Context: an optimization exercise on an open-source flow, tuned for small area. The choices shown serve that exercise and are no tape-out recipe.
The RTL was checked by simulation tests, not by an equivalence proof against the original design.
Power and IR drop assume default switching activity.

[flow/config.mk]
export PLATFORM = sky130hd
export DESIGN_NAME = NCO
export DESIGN_NICKNAME = NCO
export VERILOG_FILES = /design/flow/design.v
export SDC_FILE = /design/flow/constraint.sdc
export NUM_CORES = 8
export LEC_CHECK = 0
export CAP_MARGIN = 20
export CORE_MARGIN = 2
export CORE_UTILIZATION = 40
export SLEW_MARGIN = 20
[flow/constraint.sdc]
create_clock -name core_clock -period 4.0 [get_ports {clk}]
set_input_delay 0.8000 -clock core_clock [delete_from_list [all_inputs] [get_ports {clk}]]
set_output_delay 0.8000 -clock core_clock [all_outputs]
set_load 0.01 [all_outputs]
[flow/design.v]
module NCO (clk, rst, step, out);
parameter STEP_SIZE = 16;
parameter ADDR_WIDTH = 8;
parameter LUT_WIDTH = 16; 
localparam FRACT_WIDTH = STEP_SIZE - ADDR_WIDTH;
input clk;
input rst;
input [STEP_SIZE - 1 : 0] step;
output reg [LUT_WIDTH - 1 : 0] out;
reg signed [LUT_WIDTH - 1 : 0] LUT [2 ** ADDR_WIDTH - 1 : 0];
reg [STEP_SIZE + FRACT_WIDTH - 1 : 0] ph_accum;
always @(posedge clk) begin
    if (rst)
        ph_accum <= 0;
    else
        ph_accum <= ph_accum + step;
end
initial begin
    $readmemh("nco_sine.hex", LUT);
end
wire dither;
assign dither = 0;
reg [ADDR_WIDTH - 1 : 0] addr;
always @(posedge clk) begin
    if (rst)
        addr <= 0;
    else
        addr <= ph_accum[ADDR_WIDTH + FRACT_WIDTH - 1 : FRACT_WIDTH];
end
always @ (posedge clk)
	begin
		out <= LUT[addr];
	end
endmodule
[flow/nco_sine.hex]
0000
0192
0324
04b5
0646
07d6
0964
0af1
0c7c
0e06
0f8d
1112
1294
1413
1590
1709
187e
19ef
1b5d
1cc6
1e2b
1f8c
20e7
223d
238e
24da
2620
2760
289a
29ce
2afb
2c21
2d41
2e5a
2f6c
3076
3179
3274
3368
3453
3537
3612
36e5
37b0
3871
392b
39db
3a82
3b21
3bb6
3c42
3cc5
3d3f
3daf
3e15
3e72
3ec5
3f0f
3f4f
3f85
3fb1
3fd4
3fec
3ffb
4000
3ffb
3fec
3fd4
3fb1
3f85
3f4f
3f0f
3ec5
3e72
3e15
3daf
3d3f
3cc5
3c42
3bb6
3b21
3a82
39db
392b
3871
37b0
36e5
3612
3537
3453
3368
3274
3179
3076
2f6c
2e5a
2d41
2c21
2afb
29ce
289a
2760
2620
24da
238e
223d
20e7
1f8c
1e2b
1cc6
1b5d
19ef
187e
1709
1590
1413
1294
1112
0f8d
0e06
0c7c
0af1
0964
07d6
0646
04b5
0324
0192
0000
fe6e
fcdc
fb4b
f9ba
f82a
f69c
f50f
f384
f1fa
f073
eeee
ed6c
ebed
ea70
e8f7
e782
e611
e4a3
e33a
e1d5
e074
df19
ddc3
dc72
db26
d9e0
d8a0
d766
d632
d505
d3df
d2bf
d1a6
d094
cf8a
ce87
cd8c
cc98
cbad
cac9
c9ee
c91b
c850
c78f
c6d5
c625
c57e
c4df
c44a
c3be
c33b
c2c1
c251
c1eb
c18e
c13b
c0f1
c0b1
c07b
c04f
c02c
c014
c005
c000
c005
c014
c02c
c04f
c07b
c0b1
c0f1
c13b
c18e
c1eb
c251
c2c1
c33b
c3be
c44a
c4df
c57e
c625
c6d5
c78f
c850
c91b
c9ee
cac9
cbad
cc98
cd8c
ce87
cf8a
d094
d1a6
d2bf
d3df
d505
d632
d766
d8a0
d9e0
db26
dc72
ddc3
df19
e074
e1d5
e33a
e4a3
e611
e782
e8f7
ea70
ebed
ed6c
eeee
f073
f1fa
f384
f50f
f69c
f82a
f9ba
fb4b
fcdc
fe6e
[flow/run.sh]
#!/bin/bash
# synth_recipe.tcl (not shown) runs the flow's synth.tcl, then flattens the netlist and writes it again
# the make line also repeats each setting of config.mk as NAME=value (left out here)
make -C /OpenROAD-flow-scripts/flow DESIGN_CONFIG=/design/flow/config.mk WORK_HOME=/design/flow/orfs CLKGATE_MAP_FILE= SYNTH_SCRIPT=/design/flow/synth_recipe.tcl finish
==> results.txt <==
cell type report:
| cell class | instances | area share (%) |
|---|---|---|
| multi-input combinational | 739 | 71.5 |
| sequential | 40 | 12.2 |
| timing repair buffer | 65 | 9.16 |
| tap | 188 | 3.54 |
| clock buffer | 5 | 1.88 |
| inverter | 17 | 0.961 |
| clock inverter | 3 | 0.697 |
worst min-delay path by stage:
stage	from	end	slack (ns)	cells past startpoint
finish	ph_accum[10]	addr[2]	0.46	1
global route	ph_accum[14]	addr[6]	0.47	1
CTS	ph_accum[10]	addr[2]	0.46	1
detailed placement	ph_accum[10]	addr[2]	0.45	1
global placement	ph_accum[10]	addr[2]	0.45	1
floorplan	ph_accum[14]	addr[6]	0.44	1
flip-flops by register name (all words and copies together), names as in the netlist:
register,cells
addr,8
out,16
ph_accum,16
report_power, final:
group	leakage (nW)	internal (mW)	switching (mW)	total, mW
Clock	0.0804	0.297	0.194	0.491
Combinational	1.90	1.38	2.44	3.83
Sequential	0.336	0.563	0.166	0.729
Total	2.31	2.24	2.80	5.05
cells in the final DEF (no fill, tap or decap), types with 21 or more instances in the layout:
master           count
o21ai_0             81
nand2b_1            23
a31oi_1             21
dfxtp_1             35
a21oi_1             79
ha_1                30
nand3_1             23
buf_4               29
a211oi_1            39
clkdlybuf4s50_1     33
nor2_1              71
nor2b_1             32
nand2_1             72
nor3_1              31
worst max-delay path: cells and delay by family, from the launching register on:
family | cells | cell delay (ns)
DFF | 1 | 0.32
AOI/OAI and AO/OA | 3 | 0.63
adders and majority gates | 1 | 0.71
buffers and inverters | 1 | 0.39
and+or+nand+nor | 2 | 1.14
kinds of logic after synthesis:
kind of cell    after synthesis
xor+xnor                     11
compound gates              383
mux                          13
fa+ha+maj                    31
simple gates                301
flops                        40
buf+inv                     117
layer usage:
layer | vias up | GRT usage, %
li1 | 3360 | -
met1 | 3493 | 44.6
met2 | 736 | 50.8
met3 | 168 | 11.2
met4 | 2 | 18.4
met5 | - | 0
through the flow:
stage               util [%]  hold slack [ns]  worst slack (ns)  power (mW)
CTS                     44.2            0.462              1.01        4.84
global route            44.2            0.471             0.592        5.32
detailed placement      43.0            0.451             0.736        4.33
floorplan                  -            0.442              1.34        3.18
global placement        43.0            0.449             0.716        4.39
finish                  44.2            0.461             0.646        5.05
synthesized netlist by cell type (all sizes together), types with 6 or more instances:
library cell   n
a2111oi        7
or2            8
inv           15
o31ai          7
nor3          31
a21o          10
nand4          6
a21oi         79
nand2         72
a311oi        17
o22ai         12
clkbuf        45
ha            30
o21ai         81
mux2i          6
buf           55
a31oi         21
and2           8
o311ai        13
nand3         23
dfxtp         40
xnor2          6
a221oi        12
nor2          73
nand2b        23
a211oi        39
o211ai        12
nor2b         33
==> impl_metrics.tcl <==
set metrics [dict create \
    synth_edf_count 0 \
    period_share_pct 83.9 \
    syn2layout_area_growth_pct 9.38 \
    drc 0 \
    num_vias 7759 \
    fin_nets 917 \
    synth_adder_area_share_pct 6.51 \
    synthArstFlopShare_pct 0 \
    synth_top_family_by_area "compound AO/OA/AOI/OAI gates" \
    die_area_um2 16200 \
    top_layer "met5" \
    grt_pass1_wl_um 42800 \
    ff_latch_area_um2 812 \
    endpoint_kind "register" \
    fp.dieH_um 127 \
    leakagePower_nw 2.31 \
    final_cells 1057 \
    dr_wl_met2_um 11500 \
    ctsLongestPathBuffers 2 \
    clk_latency_ns 0.30 \
    port_buffers 33 \
    final_cell_area_um2 6640 \
    critPathLaunchType "register" \
    postCtsSetupRepairBufs 0 \
    drtIter0Drc 1842 \
    worstPathMaxFanout 29 \
    ff2ff_setup_slack_ns 0.65 \
    wl_met3_um 4050 \
    cp.required_ns 4.17 \
    rows 45 \
    htree_num_levels 2 \
    avgSynthCellArea_um2 6.77 \
    n_fill_cell 1571 \
    synth.mux.area_fraction_pct 2.84 \
    syn-cell-area_um2 6070 \
    final-setup-viol-count 0 \
    clock_sinks 40 \
    grt_pass1_vias 7067 \
    clock_skew_ns 0.00300 \
    outcome "no timing/DRC/antenna violations" \
    slew_viol_final 0 \
    hold_class "register to register" \
    grt_usage_pct 34.4 \
    overflow 0 \
    root_buffer "clkbuf_16" \
    critPathKind "register to register" \
    vias_per_cell 7.34 \
    dp_cells 1049 \
    max_freq_mhz 298 \
    final.min_clock_period_ns 3.35 \
    rr_worst_depth 7 \
    worstSetupEndpoint "out[9]" \
    num_io_pins 34 \
    cts_hold_buf 0 \
    core_area_um2 15000 \
    cp.arrival_ns 3.52 \
    wl_met1_um 10300 \
    num_antenna_cells 0 \
    fin_tns_setup_ns 0 \
    max_slew_margin_pct 30.3 \
    grt_setup_unrepaired "false" \
    ys_warn_count 1 \
    drive_above_1_share_pct 7.59 \
    synth_ff_type "dfxtp_1" \
    dpl_cell_area_um2 6470 \
    firstDrtPassIters 6 \
    crit_chain "buf_4 > ha_1 > nand2_1 > a41o_1 > nor4b_1 > a31oi_1 > a2bb2oi_1" \
    worst-slew-pin-transition_ns 1.04 \
    ir_worst_vdd_mv 0.360 \
    maxCapViolations 0 \
    ys_seq_elements 40 \
    synth.distinct_cells 75 \
    synth_compound_area_share_pct 42.9 \
    die_x_um 127 \
    r2r-end "out[9]" \
    ys_top_cells_by_area "dfxtp_1 13%, o21ai_0 6.7%, a21oi_1 6.5%, ha_1 6.2%, a211oi_1 4.8%" \
    cts_made_buffers 5 \
    final_antenna_net_count 0 \
    routed_wl_um 27900 \
    routabilityCongestion 1.08 \
    wl_per_cell_um 26.4 \
    hold_viol 0 \
    postCtsResizedCells 0 \
    slowest_delay_ns 0.78 \
    path_clk_slew_ns 0.07 \
    ys_seq_area_share_pct 13.2 \
    dp_hpwl_um 18700 \
    worst_path_max_delay_cell "nor4b_1" \
    syn_inst 896 \
    yosysTopAreaCell "dfxtp_1" \
    yosys.area.top_type_share_pct 13.2 \
    synthXorXnorAreaFrac_pct 1.59 \
    multi_input_area_um2 4750 \
    start_util_pct 40.4 \
    grt_start_max_net_pins 105 \
    r2r-start "addr[1]" \
    critPathLaunch "addr[1]" \
    synth-simple-area-share_pct 24.4 \
    cts_tree "done" \
    grt_antenna_before_repair 1 \
    power.density_nw_per_um2 760 \
    synthesis.nets 945 \
]

static timing again, ports no longer ideal:
Ports are ideal in the flow. The routed layout listed here was re-timed in OpenROAD.
Step 1 assumes that a clkbuf_16 drives the clock port and a buf_2 every other input.
Step 2, shift: input delay + t, output delay - t, t = (earliest + latest rising clock arrival at the registers) / 2. This alone moves slack from input paths to output paths.
Three values: ideal, step 1, step 2; two values: the first two.
t (ns): 0.341
slack for setup (ns): 0.646 / 0.646 / 0.646
worst setup path at the end: register to register
After both steps setup and hold are still met in this run. The setup slack of this run moves by 0.000 ns with the drivers and by 0.000 ns with both steps.
